From an optimization exercise on the open Yosys and OpenROAD flow, aimed at small area, a short achievable clock period and few clock cycles per item; shortcuts taken in it are not production practice. Function was checked by simulation only, so behaviour that the tests miss may differ from the original. No activity file was given, so power comes from the tool's default toggle rates.

==> v1 <==
==> flow/design.v <==
module Life_FA (a, b, c, s, co);
  input  a, b, c;
  output s, co;
  assign s  = a ^ b ^ c;
  assign co = (a & b) | (a & c) | (b & c);
endmodule
module Life_HA (a, b, s, co);
  input  a, b;
  output s, co;
  assign s  = a ^ b;
  assign co = a & b;
endmodule
module Life_Ctl (Reset, RD, WR, A0, run, gz, ld, st, hd);
  input  Reset, RD, WR, A0, run, gz;
  output ld, st, hd;
  wire shift = (RD | WR) & ~A0;                
  wire step  = run | (WR & A0 & gz);           
  assign ld = ~Reset & shift;
  assign st = ~Reset & ~shift & step;
  assign hd = ~Reset & ~shift & ~step;
endmodule
module Life_Pair (a0, b0, a1, b1, sa, sb, kb);
  input  a0, b0, a1, b1;
  output sa, sb, kb;
  wire   ka;
  Life_HA h (.a(a0), .b(a1), .s(sa), .co(ka));
  Life_FA f (.a(b0), .b(b1), .c(ka), .s(sb), .co(kb));
endmodule
module Life_c_a21o (A1, A2, B1, X);
  input  A1, A2, B1;
  output X;
  assign X = (A1&A2) | (B1);
endmodule
module Life_c_a31oi (A1, A2, A3, B1, Y);
  input  A1, A2, A3, B1;
  output Y;
  assign Y = (~A1&~B1) | (~A2&~B1) | (~A3&~B1);
endmodule
module Life_c_nand2 (A, B, Y);
  input  A, B;
  output Y;
  assign Y = (~A) | (~B);
endmodule
module Life_c_nor2 (A, B, Y);
  input  A, B;
  output Y;
  assign Y = (~A&~B);
endmodule
module Life_c_o21ai (A1, A2, B1, Y);
  input  A1, A2, B1;
  output Y;
  assign Y = (~A1&~A2) | (~B1);
endmodule
module Life_c_o22ai (A1, A2, B1, B2, Y);
  input  A1, A2, B1, B2;
  output Y;
  assign Y = (~B1&~B2) | (~A1&~A2);
endmodule
module Life_c_o311ai (A1, A2, A3, B1, C1, Y);
  input  A1, A2, A3, B1, C1;
  output Y;
  assign Y = (~A1&~A2&~A3) | (~B1) | (~C1);
endmodule
module Life_Next (sa, sb, kb, ao, bo, c, sin, ld, st, hd, d);
  input  sa, sb, kb, ao, bo, c, sin, ld, st, hd;
  output d;
  wire   _00_, _01_, _02_, _03_, _04_, _05_, _06_, _07_, _08_, _09_, _10_;
  Life_c_a21o g11 (.A1(sb), .A2(bo), .B1(kb), .X(_00_));
  Life_c_nor2 g12 (.A(sa), .B(ao), .Y(_01_));
  Life_c_o22ai g13 (.A1(sa), .A2(ao), .B1(sb), .B2(bo), .Y(_02_));
  Life_c_nor2 g14 (.A(_02_), .B(_00_), .Y(_03_));
  Life_c_a31oi g15 (.A1(c), .A2(_00_), .A3(_01_), .B1(_03_), .Y(_04_));
  Life_c_nand2 g16 (.A(sa), .B(ao), .Y(_05_));
  Life_c_nor2 g17 (.A(c), .B(_05_), .Y(_06_));
  Life_c_o21ai g18 (.A1(sb), .A2(bo), .B1(kb), .Y(_07_));
  Life_c_nand2 g19 (.A(_07_), .B(st), .Y(_08_));
  Life_c_nand2 g20 (.A(ld), .B(sin), .Y(_09_));
  Life_c_nand2 g21 (.A(c), .B(hd), .Y(_10_));
  Life_c_o311ai g22 (.A1(_06_), .A2(_08_), .A3(_04_), .B1(_09_), .C1(_10_), .Y(d));
endmodule
module Life_c_nand3 (A, B, C, Y);
  input  A, B, C;
  output Y;
  assign Y = (~A) | (~B) | (~C);
endmodule
module Life_NextE (sa, sb, kb, c, sin, ld, st, hd, d);
  input  sa, sb, kb, c, sin, ld, st, hd;
  output d;
  wire   _00_, _01_, _02_, _03_, _04_, _05_, _06_;
  Life_c_nor2 g07 (.A(sa), .B(sb), .Y(_00_));
  Life_c_nand3 g08 (.A(_00_), .B(kb), .C(c), .Y(_01_));
  Life_c_nand2 g09 (.A(sa), .B(sb), .Y(_02_));
  Life_c_o21ai g10 (.A1(kb), .A2(_02_), .B1(_01_), .Y(_03_));
  Life_c_nand2 g11 (.A(_03_), .B(st), .Y(_04_));
  Life_c_nand2 g12 (.A(hd), .B(c), .Y(_05_));
  Life_c_nand2 g13 (.A(ld), .B(sin), .Y(_06_));
  Life_c_nand3 g14 (.A(_04_), .B(_05_), .C(_06_), .Y(d));
endmodule
module Life_Main (Clk, Reset, RD, WR, Addr, DataIn, DataOut);
  input         Clk, Reset, RD, WR;
  input  [14:0] Addr;
  input  [31:0] DataIn;
  output [31:0] DataOut;
  reg  [6:0]  count;           
  reg         run;             
  wire        gz  = |DataIn[6:0];
  wire [63:0] row  [0:15];     
  wire [63:0] sin  [0:15];     
  genvar r, x;
  generate
    for (r = 0; r < 16; r = r + 1) begin : R
      reg  [63:0] q;
      wire        ld, st, hd;  
      Life_Ctl ctl (.Reset(Reset), .RD(RD), .WR(WR), .A0(Addr[0]), .run(run), .gz(gz),
                    .ld(ld), .st(st), .hd(hd));
      wire [63:0] d;
      wire [63:0] a, b;        
      for (x = 0; x < 64; x = x + 1) begin : C
        if (r == 0) begin : T
          Life_HA v (.a(q[x]), .b(row[1][x]), .s(a[x]), .co(b[x]));
        end else if (r == 15) begin : B
          Life_HA v (.a(row[14][x]), .b(q[x]), .s(a[x]), .co(b[x]));
        end else begin : M
          Life_FA v (.a(row[r-1][x]), .b(q[x]), .c(row[r+1][x]), .s(a[x]), .co(b[x]));
        end
      end
      for (x = 0; x < 64; x = x + 2) begin : P
        wire sa, sb, kb;
        Life_Pair p (.a0(a[x]), .b0(b[x]), .a1(a[x+1]), .b1(b[x+1]), .sa(sa), .sb(sb), .kb(kb));
        if (x == 0) begin : E0
          Life_NextE n0 (.sa(sa), .sb(sb), .kb(kb), .c(q[x]),
                         .sin(sin[r][x]), .ld(ld), .st(st), .hd(hd), .d(d[x]));
        end else begin : N0
          Life_Next n0 (.sa(sa), .sb(sb), .kb(kb), .ao(a[x-1]), .bo(b[x-1]), .c(q[x]),
                        .sin(sin[r][x]), .ld(ld), .st(st), .hd(hd), .d(d[x]));
        end
        if (x == 62) begin : E1
          Life_NextE n1 (.sa(sa), .sb(sb), .kb(kb), .c(q[x+1]),
                         .sin(sin[r][x+1]), .ld(ld), .st(st), .hd(hd), .d(d[x+1]));
        end else begin : N1
          Life_Next n1 (.sa(sa), .sb(sb), .kb(kb), .ao(a[x+2]), .bo(b[x+2]), .c(q[x+1]),
                        .sin(sin[r][x+1]), .ld(ld), .st(st), .hd(hd), .d(d[x+1]));
        end
      end
      assign row[r] = q;
      always @(posedge Clk) q <= d;
    end
    for (r = 0; r < 15; r = r + 1) begin : S
      assign sin[r] = row[r + 1];
    end
  endgenerate
  assign sin[15] = {row[0][31:0], WR ? DataIn : 32'd0};
  always @(posedge Clk) begin
    if (Reset) begin
      count <= 7'd0;
      run   <= 1'b0;
    end else if (WR & Addr[0]) begin
      count <= gz ? DataIn[6:0] - 7'd1 : 7'd0;
      run   <= gz & (DataIn[6:1] != 6'd0);
    end else if (run) begin
      count <= count - 7'd1;
      run   <= count != 7'd1;
    end
  end
  assign DataOut = {32{run}} | ({32{~Addr[0]}} & row[0][63:32]);
endmodule
==> flow/run.sh <==
#!/bin/bash
# synth_recipe.tcl (not shown) runs the flow's synth.tcl, then flattens the netlist and writes it again
# the make line also repeats each setting of config.mk as NAME=value (left out here)
make -C /OpenROAD-flow-scripts/flow DESIGN_CONFIG=/design/flow/config.mk WORK_HOME=/design/flow/orfs CLKGATE_MAP_FILE= SYNTH_SCRIPT=/design/flow/synth_recipe.tcl finish
==> flow/config.mk <==
export PLATFORM = sky130hd
export DESIGN_NAME = Life_Main
export DESIGN_NICKNAME = Life_Main
export VERILOG_FILES = /design/flow/design.v
export SDC_FILE = /design/flow/constraint.sdc
export NUM_CORES = 4
export LEC_CHECK = 0
export CAP_MARGIN = 20
export CORE_MARGIN = 2
export CORE_UTILIZATION = 40
export SETUP_SLACK_MARGIN = 2.4
export SLEW_MARGIN = 20
export SYNTH_HIERARCHICAL = 1
==> flow/constraint.sdc <==
create_clock -name core_clock -period 5.0 [get_ports {Clk}]
set_input_delay 1.0000 -clock core_clock [delete_from_list [all_inputs] [get_ports {Clk}]]
set_output_delay 1.0000 -clock core_clock [all_outputs]
set_load 0.01 [all_outputs]
==> v12 (differences from v1) <==
--- a/flow/design.v
+++ b/flow/design.v
@@ -46,4 +46,9 @@
   output Y;
   assign Y = (~A&~B);
+endmodule
+module Life_c_inv (A, Y);
+  input  A;
+  output Y;
+  assign Y = ~A;
 endmodule
 module Life_c_o21ai (A1, A2, B1, Y);
@@ -104,4 +109,5 @@
   reg  [6:0]  count;           
   reg         run;             
+  reg         idle;            
   wire        gz  = |DataIn[6:0];
   wire [63:0] row  [0:15];     
@@ -155,12 +161,22 @@
       count <= 7'd0;
       run   <= 1'b0;
+      idle  <= 1'b1;
     end else if (WR & Addr[0]) begin
       count <= gz ? DataIn[6:0] - 7'd1 : 7'd0;
       run   <= gz & (DataIn[6:1] != 6'd0);
+      idle  <= ~(gz & (DataIn[6:1] != 6'd0));
     end else if (run) begin
       count <= count - 7'd1;
       run   <= count != 7'd1;
+      idle  <= count == 7'd1;
     end
   end
-  assign DataOut = {32{run}} | ({32{~Addr[0]}} & row[0][63:32]);
+  genvar i;
+  generate
+    for (i = 0; i < 32; i = i + 1) begin : O
+      wire wn;
+      Life_c_inv   n (.A(row[0][32+i]), .Y(wn));
+      Life_c_o21ai o (.A1(Addr[0]), .A2(wn), .B1(idle), .Y(DataOut[i]));
+    end
+  endgenerate
 endmodule
--- a/flow/config.mk
+++ b/flow/config.mk
@@ -8,5 +8,5 @@
 export CAP_MARGIN = 20
 export CORE_MARGIN = 2
-export CORE_UTILIZATION = 40
+export CORE_UTILIZATION = 60
 export SETUP_SLACK_MARGIN = 2.4
 export SLEW_MARGIN = 20
==> v27 (differences from v1) <==
--- a/flow/design.v
+++ b/flow/design.v
@@ -10,13 +10,4 @@
   assign s  = a ^ b;
   assign co = a & b;
-endmodule
-module Life_Ctl (Reset, RD, WR, A0, run, gz, ld, st, hd);
-  input  Reset, RD, WR, A0, run, gz;
-  output ld, st, hd;
-  wire shift = (RD | WR) & ~A0;                
-  wire step  = run | (WR & A0 & gz);           
-  assign ld = ~Reset & shift;
-  assign st = ~Reset & ~shift & step;
-  assign hd = ~Reset & ~shift & ~step;
 endmodule
 module Life_Pair (a0, b0, a1, b1, sa, sb, kb);
@@ -103,6 +94,10 @@
   output [31:0] DataOut;
   reg  [6:0]  count;           
-  reg         run;             
-  wire        gz  = |DataIn[6:0];
+  wire        run   = |count;
+  wire        shift = (RD | WR) & ~Addr[0];
+  wire        go    = WR & Addr[0] & (|DataIn[6:0]);
+  wire        ld = ~Reset & shift;
+  wire        st = ~Reset & ~shift & (run | go);
+  wire        hd = ~Reset & ~shift & ~(run | go);
   wire [63:0] row  [0:15];     
   wire [63:0] sin  [0:15];     
@@ -111,7 +106,4 @@
     for (r = 0; r < 16; r = r + 1) begin : R
       reg  [63:0] q;
-      wire        ld, st, hd;  
-      Life_Ctl ctl (.Reset(Reset), .RD(RD), .WR(WR), .A0(Addr[0]), .run(run), .gz(gz),
-                    .ld(ld), .st(st), .hd(hd));
       wire [63:0] d;
       wire [63:0] a, b;        
@@ -152,15 +144,11 @@
   assign sin[15] = {row[0][31:0], WR ? DataIn : 32'd0};
   always @(posedge Clk) begin
-    if (Reset) begin
+    if (Reset)
       count <= 7'd0;
-      run   <= 1'b0;
-    end else if (WR & Addr[0]) begin
-      count <= gz ? DataIn[6:0] - 7'd1 : 7'd0;
-      run   <= gz & (DataIn[6:1] != 6'd0);
-    end else if (run) begin
+    else if (WR & Addr[0])
+      count <= go ? DataIn[6:0] - 7'd1 : 7'd0;
+    else if (run)
       count <= count - 7'd1;
-      run   <= count != 7'd1;
-    end
   end
-  assign DataOut = {32{run}} | ({32{~Addr[0]}} & row[0][63:32]);
+  assign DataOut = Addr[0] ? {25'd0, count} : row[0][63:32];
 endmodule
==> v23 (differences from v1) <==
==> flow/design.v (replaced) <==
module Life_FA (a, b, c, s, co);
  input  a, b, c;
  output s, co;
  assign s  = a ^ b ^ c;
  assign co = (a & b) | (a & c) | (b & c);
endmodule
module Life_HA (a, b, s, co);
  input  a, b;
  output s, co;
  assign s  = a ^ b;
  assign co = a & b;
endmodule
module Life_Pair (a0, b0, a1, b1, sa, sb, kb);
  input  a0, b0, a1, b1;
  output sa, sb, kb;
  wire   ka;
  Life_HA h (.a(a0), .b(a1), .s(sa), .co(ka));
  Life_FA f (.a(b0), .b(b1), .c(ka), .s(sb), .co(kb));
endmodule
module Life_c_a21o (A1, A2, B1, X);
  input  A1, A2, B1;
  output X;
  assign X = (A1&A2) | (B1);
endmodule
module Life_c_a31oi (A1, A2, A3, B1, Y);
  input  A1, A2, A3, B1;
  output Y;
  assign Y = (~A1&~B1) | (~A2&~B1) | (~A3&~B1);
endmodule
module Life_c_nand2 (A, B, Y);
  input  A, B;
  output Y;
  assign Y = (~A) | (~B);
endmodule
module Life_c_nor2 (A, B, Y);
  input  A, B;
  output Y;
  assign Y = (~A&~B);
endmodule
module Life_c_o21ai (A1, A2, B1, Y);
  input  A1, A2, B1;
  output Y;
  assign Y = (~A1&~A2) | (~B1);
endmodule
module Life_c_o22ai (A1, A2, B1, B2, Y);
  input  A1, A2, B1, B2;
  output Y;
  assign Y = (~B1&~B2) | (~A1&~A2);
endmodule
module Life_c_o311ai (A1, A2, A3, B1, C1, Y);
  input  A1, A2, A3, B1, C1;
  output Y;
  assign Y = (~A1&~A2&~A3) | (~B1) | (~C1);
endmodule
module Life_Next (sa, sb, kb, ao, bo, c, sin, ld, st, hd, d);
  input  sa, sb, kb, ao, bo, c, sin, ld, st, hd;
  output d;
  wire   _00_, _01_, _02_, _03_, _04_, _05_, _06_, _07_, _08_, _09_, _10_;
  Life_c_a21o g11 (.A1(sb), .A2(bo), .B1(kb), .X(_00_));
  Life_c_nor2 g12 (.A(sa), .B(ao), .Y(_01_));
  Life_c_o22ai g13 (.A1(sa), .A2(ao), .B1(sb), .B2(bo), .Y(_02_));
  Life_c_nor2 g14 (.A(_02_), .B(_00_), .Y(_03_));
  Life_c_a31oi g15 (.A1(c), .A2(_00_), .A3(_01_), .B1(_03_), .Y(_04_));
  Life_c_nand2 g16 (.A(sa), .B(ao), .Y(_05_));
  Life_c_nor2 g17 (.A(c), .B(_05_), .Y(_06_));
  Life_c_o21ai g18 (.A1(sb), .A2(bo), .B1(kb), .Y(_07_));
  Life_c_nand2 g19 (.A(_07_), .B(st), .Y(_08_));
  Life_c_nand2 g20 (.A(ld), .B(sin), .Y(_09_));
  Life_c_nand2 g21 (.A(c), .B(hd), .Y(_10_));
  Life_c_o311ai g22 (.A1(_06_), .A2(_08_), .A3(_04_), .B1(_09_), .C1(_10_), .Y(d));
endmodule
module Life_Main (Clk, Reset, RD, WR, Addr, DataIn, DataOut);
  input         Clk, Reset, RD, WR;
  input  [14:0] Addr;
  input  [31:0] DataIn;
  output [31:0] DataOut;
  reg  [6:0]  count;           
  wire        run   = |count;
  wire        shift = (RD | WR) & ~Addr[0];
  wire        go    = WR & Addr[0] & (|DataIn[6:0]);
  wire        ld = ~Reset & shift;
  wire        st = ~Reset & ~shift & (run | go);
  wire        hd = ~Reset & ~shift & ~(run | go);
  wire [63:0] row  [0:15];     
  wire [63:0] sin  [0:15];     
  genvar r, x;
  generate
    for (r = 0; r < 16; r = r + 1) begin : R
      reg  [63:0] q;
      wire [63:0] d;
      wire [63:0] a, b;        
      wire [65:0] ae = {1'b0, a, 1'b0};
      wire [65:0] be = {1'b0, b, 1'b0};
      for (x = 0; x < 64; x = x + 1) begin : C
        if (r == 0) begin : T
          Life_HA v (.a(q[x]), .b(row[1][x]), .s(a[x]), .co(b[x]));
        end else if (r == 15) begin : B
          Life_HA v (.a(row[14][x]), .b(q[x]), .s(a[x]), .co(b[x]));
        end else begin : M
          Life_FA v (.a(row[r-1][x]), .b(q[x]), .c(row[r+1][x]), .s(a[x]), .co(b[x]));
        end
      end
      for (x = 0; x < 64; x = x + 2) begin : P
        wire sa, sb, kb;
        Life_Pair p (.a0(a[x]), .b0(b[x]), .a1(a[x+1]), .b1(b[x+1]), .sa(sa), .sb(sb), .kb(kb));
        Life_Next n0 (.sa(sa), .sb(sb), .kb(kb), .ao(ae[x]), .bo(be[x]), .c(q[x]),
                      .sin(sin[r][x]), .ld(ld), .st(st), .hd(hd), .d(d[x]));
        Life_Next n1 (.sa(sa), .sb(sb), .kb(kb), .ao(ae[x+3]), .bo(be[x+3]), .c(q[x+1]),
                      .sin(sin[r][x+1]), .ld(ld), .st(st), .hd(hd), .d(d[x+1]));
      end
      assign row[r] = q;
      always @(posedge Clk) q <= d;
    end
    for (r = 0; r < 15; r = r + 1) begin : S
      assign sin[r] = row[r + 1];
    end
  endgenerate
  assign sin[15] = {row[0][31:0], WR ? DataIn : 32'd0};
  always @(posedge Clk) begin
    if (Reset)
      count <= 7'd0;
    else if (WR & Addr[0])
      count <= go ? DataIn[6:0] - 7'd1 : 7'd0;
    else if (run)
      count <= count - 7'd1;
  end
  assign DataOut = Addr[0] ? {25'd0, count} : row[0][63:32];
endmodule
--- a/flow/config.mk
+++ b/flow/config.mk
@@ -9,5 +9,5 @@
 export CORE_MARGIN = 2
 export CORE_UTILIZATION = 40
-export SETUP_SLACK_MARGIN = 2.4
+export SETUP_SLACK_MARGIN = 2.0
 export SLEW_MARGIN = 20
 export SYNTH_HIERARCHICAL = 1
==> notes <==
The lowest via count belongs to v27, the highest to v12.
In v27 the setup slack is higher than in v23, by 0.26 ns.
Count of clock-buffer cells in the layout, lowest first: v12, v23, v1, v27.
Synthesized area, lowest first: v27, v1, v23, v12.
In clock power, v27 and v12 hardly differ.
Final cell count, lowest first: v12, v27, v1, v23.
The highest total power belongs to v23, the lowest to v1.
Sequential share of layout area: v12 < v23 < v1 < v27.
Testbench counts of v1, summed over its fixed seeds: cycles 17,057, items 128.
Testbench counts of v12, summed over its fixed seeds: cycles 17,057, items 128.
Testbench counts of v27, summed over its fixed seeds: cycles 17,057, items 128.
Testbench counts of v23, summed over its fixed seeds: cycles 17,057, items 128.

-- what the ideal ports hide --
How much do the figures lean on ideal ports? The routed layouts below were timed once more, with nothing changed but the port constraints. Step 1 assumes that a clkbuf_16 drives the clock port and a buf_2 every other input. Step 2 moves the port delays by t, midway between the first and last clock arrival at a register: inputs arrive t later, outputs are due t later. That takes back most of the time a late clock gives input paths. Three values: ideal ports, drivers, drivers and shift; two values: the first two.
run	shift t [ns]	setup WS [ns]	clock arrival spread, ns	slew at the worst register clock pin (ns)	cell pins on the clock port's net
v1	0.942	2.047 / 1.956 / 1.441	0.046 / 0.046	0.06 / 0.06	1
v12	0.916	2.100 / 2.047 / 1.241	0.038 / 0.038	0.07 / 0.07	1
v27	0.927	2.310 / 2.066 / 1.523	0.051 / 0.051	0.06 / 0.06	1
v23	0.903	2.053 / 2.037 / 1.225	0.063 / 0.063	0.06 / 0.06	1
After both steps every run listed still meets setup and hold. The setup slack of v12, which loses most, moves by -0.053 ns with the drivers and by -0.859 ns with both steps.
